This design comes from an exercise in tuning for a short achievable clock period and few clock cycles on the open sky130 flow, not from production work.
The RTL was checked by simulation tests, not by an equivalence proof against the original design.
Power is estimated from default activity; no workload was simulated.

Design MIPS, start of the top module:
module MIPS(clk,rst,imem_addr,imem_rdata,dmem_addr,dmem_wdata,dmem_wmask,dmem_rdata,wb_en,wb_rd,wb_data);
    input clk;
    input rst;
    output [31:0] imem_addr;
    input  [31:0] imem_rdata;
    output [31:0] dmem_addr;
    output [31:0] dmem_wdata;
    output [3:0]  dmem_wmask;
    input  [31:0] dmem_rdata;
    output        wb_en;
    output [4:0]  wb_rd;
    output [31:0] wb_data;
    reg [31:0] pc;
    reg [31:0] ra_pred;        
    reg        fd_v;
    reg [31:0] fd_ir;
    reg [31:0] fd_pc4;
    reg        fd_pred;        
    reg        fd_pjr;         
    reg        fd_bfix;        
    reg [31:0] fd_rsv, fd_rtv;      
    reg        fd_ers, fd_ert;      
    reg        fd_wrs, fd_wrt;      
    reg        de_v;           
    reg        e_kill;         
    reg        de_we;
    reg [4:0]  de_rd;
    reg        de_ld;
    reg [2:0]  de_ldt;         
    reg [3:0]  de_mask;        
    reg [31:0] de_addr;        
    reg [31:0] de_a, de_b, de_s;
    reg        de_fa, de_fb;   
    reg        de_shv;
    reg [4:0]  de_sh;
  ...
Settings: LEC_CHECK=0, ABC_CLOCK_PERIOD_IN_PS=3500, CAP_MARGIN=20, CORE_MARGIN=2, CORE_UTILIZATION=40, PLACE_DENSITY=0.6, SLEW_MARGIN=20; clock period 11.0 ns.
standard.sh (not shown) runs the stock make flow with config.mk's settings and CLKGATE_MAP_FILE= SYNTH_SCRIPT=/design/flow/synth_recipe.tcl, a recipe that flattens the netlist after the stock synthesis.
==> flow/flow/run.sh <==
#!/bin/bash
# Standard ORFS layout (the standard.sh, unchanged synthesis), with
#  - the port buffers (one per input and output, as in the standard flow)
#    made buf_4 instead of the smallest buffer.
# The SDC (clock period, I/O delays, loads) is the design's, untouched.
set -euo pipefail
bash standard.sh SETUP_SLACK_MARGIN=7.5 TNS_END_PERCENT=100 \
  "BUFFER_PORTS_ARGS=-buffer_cell sky130_fd_sc_hd__buf_4" finish > run_standard.log 2>&1
The starting point finished with timing, DRC and antenna clean.
Testbench counts at the start, summed over its fixed seeds: cycles 31,989.
Then changed:
--- a/flow/design.v
+++ b/flow/design.v
@@ -38,19 +38,19 @@
     reg [2:0]  de_brt;         
     reg        de_pred;
     reg        de_eqab, de_az;      
     reg [31:0] de_alt;
     reg        ew_we;
     reg [4:0]  ew_rd;
     reg [31:0] ew_sum, ew_dif, ew_oth, ew_ld;    
-    reg [31:0] wq_o;           
+    reg [31:0] wq_a, wq_b;     
     reg [31:0] wo_s, wo_d, wo_o;   
     reg [31:0] rf [1:31];
     wire [31:0] ew_res = ew_sum | ew_dif | ew_oth | ew_ld;
-    wire [31:0] wq     = ew_sum | ew_dif | wq_o;
+    wire [31:0] wq     = wq_a | wq_b;
     wire [31:0] pc4    = pc + 32'd4;
     wire [5:0]  f_op   = imem_rdata[31:26];
     wire [4:0]  f_rs   = imem_rdata[25:21];
     wire [4:0]  f_rt   = imem_rdata[20:16];
     wire        f_jmp  = (f_op == 6'b000010) | (f_op == 6'b000011);
     wire        f_br   = (f_op == 6'b000001) | (f_op[5:2] == 4'b0001);
     wire        f_pred = f_br & imem_rdata[15];
@@ -301,15 +301,16 @@
     end
     always @(posedge clk) begin
         ew_rd  <= de_rd;
         ew_sum <= de_add ? sum : 32'd0;
         ew_dif <= de_sub ? diff : 32'd0;
         ew_oth <= alu_oth;
         ew_ld  <= de_ld ? ldata : 32'd0;
-        wq_o <= de_ld ? ldata : alu_oth;
+        wq_a <= (sum & {32{de_add}}) | (diff & {32{de_sub}});
+        wq_b <= de_ld ? ldata : alu_oth;
         if (de_we) begin
             wo_s <= sum & {32{de_add}};
             wo_d <= diff & {32{de_sub}};
             wo_o <= de_ld ? ldata : alu_oth;
         end
     end
     integer i;
What happened:
- The new run finished with timing, DRC and antenna clean
- cell count went up by 2.2%
- setup slack improved by 0.061 ns
- routed wire length went up by 0.35%
- via count went up by 1.5%
- critical path depth went down by 3
- combinational power stays flat
- clock-buffer cell count went up by 10
- fmax went up by 1.4%
- flip-flop and latch count went up by 32
- clock power went up by 5.4%
- hold slack improved by 0.0070 ns
Testbench counts after the change, summed over its fixed seeds: cycles 31,989.

Another version of the RTL of MIPS (not shown whole).
Size: ~1,600 flip-flops, ~92,000 um2 of cells after synthesis.
==> flow/design.v (excerpt) <==
module MIPS(clk,rst,imem_addr,imem_rdata,dmem_addr,dmem_wdata,dmem_wmask,dmem_rdata,wb_en,wb_rd,wb_data);
export LEC_CHECK = 0
export ABC_CLOCK_PERIOD_IN_PS = 3500
export CAP_MARGIN = 20
export CORE_MARGIN = 2
export CORE_UTILIZATION = 40
export PLACE_DENSITY = 0.6
export SLEW_MARGIN = 20
create_clock -name core_clock -period 11.0 [get_ports {clk}]
Scripts as last shown in full above: flow/flow/run.sh
Testbench counts at the start, summed over its fixed seeds: cycles 32,305.
Edit:
--- a/flow/design.v
+++ b/flow/design.v
@@ -13,14 +13,15 @@
     reg [31:0] pc;
     reg [31:0] ra_pred;        
     reg        fd_v;
     reg [31:0] fd_ir;
     reg [31:0] fd_pc4;
     reg        fd_pred;        
     reg        fd_pjr;         
+    reg        fd_bfix;        
     reg [31:0] fd_rsv, fd_rtv;      
     reg        fd_ers, fd_ert;      
     reg        fd_mrs, fd_mrt;      
     reg        fd_wrs, fd_wrt;      
     reg        de_v;           
     reg        e_kill;         
     reg        de_we;
@@ -56,17 +57,19 @@
     wire [31:0] pc4    = pc + 32'd4;
     wire [5:0]  f_op   = imem_rdata[31:26];
     wire [4:0]  f_rs   = imem_rdata[25:21];
     wire [4:0]  f_rt   = imem_rdata[20:16];
     wire        f_jmp  = (f_op == 6'b000010) | (f_op == 6'b000011);
     wire        f_br   = (f_op == 6'b000001) | (f_op[5:2] == 4'b0001);
     wire        f_pred = f_br & imem_rdata[15];
-    wire [16:0] f_blo  = {1'b0, pc4[17:2]} + {1'b0, imem_rdata[15:0]};
-    wire [13:0] pc4_hm = pc4[31:18] - 14'd1;
-    wire [31:0] f_btgt = {f_blo[16] ? pc4[31:18] : pc4_hm, f_blo[15:0], pc4[1:0]};
+    localparam FBW = 16;
+    wire [FBW:0] f_blo = {1'b0, pc4[FBW+1:2]} + {1'b0, imem_rdata[FBW-1:0]};
+    wire [31:0] f_btgt = {pc4[31:FBW+2], f_blo[FBW-1:0], pc4[1:0]};
+    wire [16:0] f_ihi  = {1'b1, imem_rdata[15:0]} >> FBW;      
+    wire        f_bfix = f_pred & ~(f_blo[FBW] & (&f_ihi[16-FBW:0]));
     wire [31:0] f_jtgt = {pc4[31:28], imem_rdata[25:0], 2'b00};
     wire        f_ret  = (f_op == 6'b000000) & (imem_rdata[5:0] == 6'b001000) & (f_rs == 5'd31);
     wire        f_redir = f_jmp | f_pred | f_ret;
     wire [31:0] f_tgt  = f_ret ? ra_pred : f_jmp ? f_jtgt : f_btgt;
     wire [31:0] f_rsv = (f_rs == 5'd0) ? 32'd0 : (mw_we && mw_rd == f_rs) ? mw_res : rf[f_rs];
     wire [31:0] f_rtv = (f_rt == 5'd0) ? 32'd0 : (mw_we && mw_rd == f_rt) ? mw_res : rf[f_rt];
     wire [5:0]  op = fd_ir[31:26];
@@ -154,22 +157,22 @@
     wire d_stall = fd_v & (ld_use | jr_wait);
     wire        br_dep = rs_late | ((i_beq | i_bne) & rt_late);
     wire        d_eq   = (d_rsv == d_rtv);
     wire        d_az   = (d_rsv == 32'd0);
     wire        d_neg  = d_rsv[31];
     wire        d_taken = i_beq ? d_eq : i_bne ? ~d_eq : i_blez ? (d_neg | d_az) :
                           i_bgtz ? ~(d_neg | d_az) : i_bltz ? d_neg : ~d_neg;
-    wire        d_bres = i_branch & ~br_dep;
+    wire        d_bres = i_branch & ~br_dep & ~fd_bfix;
     wire [31:0] br_tgt = fd_pc4 + {simm[29:0], 2'b00};
     wire [31:0] br_alt = fd_pred ? fd_pc4 : br_tgt;
     wire d_jrmis = (d_rsv != pc);
     wire d_redir_j  = i_jalr | (i_jr & (~fd_pjr | d_jrmis));
     wire d_redir_b  = d_bres & (d_taken != fd_pred);
-    wire d_redir_raw = d_redir_j | d_redir_b;
-    wire [31:0] d_tgt = (i_jr | i_jalr) ? d_rsv : br_alt;
+    wire d_redir_raw = d_redir_j | d_redir_b | fd_bfix;
+    wire [31:0] d_tgt = (i_jr | i_jalr) ? d_rsv : fd_bfix ? br_tgt : br_alt;
     wire e_v = de_v & ~e_kill;
     wire [31:0] fa = de_fa ? em_res : de_a;
     wire [31:0] fb = de_fb ? em_res : de_b;
     wire [31:0] fs = de_fs ? em_res : de_s;
     wire [4:0]  shamt = de_shv ? fa[4:0] : de_sh;
     wire [31:0] sum, diff;
     ks_add32 add_u (.a(fa), .b(fb),  .ci(1'b0), .s(sum));
@@ -232,14 +235,15 @@
     end
     always @(posedge clk) begin
         if (!hold) begin
             fd_ir   <= imem_rdata;
             fd_pc4  <= pc4;
             fd_pred <= f_pred;
             fd_pjr  <= f_ret;
+            fd_bfix <= f_bfix;
             fd_rsv  <= f_rsv;
             fd_rtv  <= f_rtv;
         end else begin
             fd_rsv  <= d_rso;
             fd_rtv  <= d_rto;
         end
         fd_ers <= ~hold & d_wr & (d_rd == f_rs);
@@ -263,15 +267,15 @@
             de_br  <= 1'b0;
         end else begin
             de_v   <= d_go;
             e_kill <= e_redir;
             de_we  <= d_go & d_we;
             de_ld  <= d_go & i_load;
             de_st  <= d_go & i_store;
-            de_br  <= d_go & i_branch & br_dep;
+            de_br  <= d_go & i_branch & (br_dep | fd_bfix);
         end
     end
     always @(posedge clk) begin
         de_rd <= d_rd;
         de_mem <= i_load | i_store;
         de_ldt <= i_lh ? 3'd1 : i_lhu ? 3'd2 : i_lb ? 3'd3 : i_lbu ? 3'd4 : 3'd0;
         de_smask <= i_sw ? 4'b1111 : i_sh ? 4'b0011 : 4'b0001;
Clock-buffer cell count decreases by 18; final area hardly moves; die area hardly moves; sequential share of layout area increases by 0.12 points; cell count hardly moves; via count barely changes; register-to-register slack is worse by 0.11 ns.
Testbench counts after the change, summed over its fixed seeds: cycles 32,305.

re-timing with driven ports:
In the flow no input, the clock included, has a driving cell. The finished layouts below were timed again as built, in two steps. Step 1 (the two cells are an assumption about what drives the block):
set clk [get_ports {clk}]
set_driving_cell -lib_cell sky130_fd_sc_hd__clkbuf_16 $clk
set_driving_cell -lib_cell sky130_fd_sc_hd__buf_2 [delete_from_list [all_inputs] $clk]
Step 2 moves the port delays by t, midway between the first and last clock arrival at a register: inputs arrive t later, outputs are due t later. That takes back most of the time a late clock gives input paths. Three values: ideal ports, drivers, drivers and shift; two values: the first two.
run	shift t [ns]	slack for setup (ns)	latest minus earliest clock arrival (ns)	slew at the worst register clock pin (ns)
the first run of note 1	0.962	6.561 / 6.561 / 5.775	0.125 / 0.125	0.08 / 0.08
the second run of note 1	0.956	6.622 / 6.622 / 5.929	0.099 / 0.100	0.07 / 0.07
the first run of note 2	0.960	6.644 / 6.679 / 5.740	0.085 / 0.085	0.07 / 0.07
the second run of note 2	0.942	6.572 / 6.572 / 5.791	0.073 / 0.073	0.07 / 0.07
After both steps setup and hold are still met in every run listed. For the first run of note 2, which loses most, drivers alone change the setup slack by +0.035 ns; drivers and shift together by -0.904 ns.
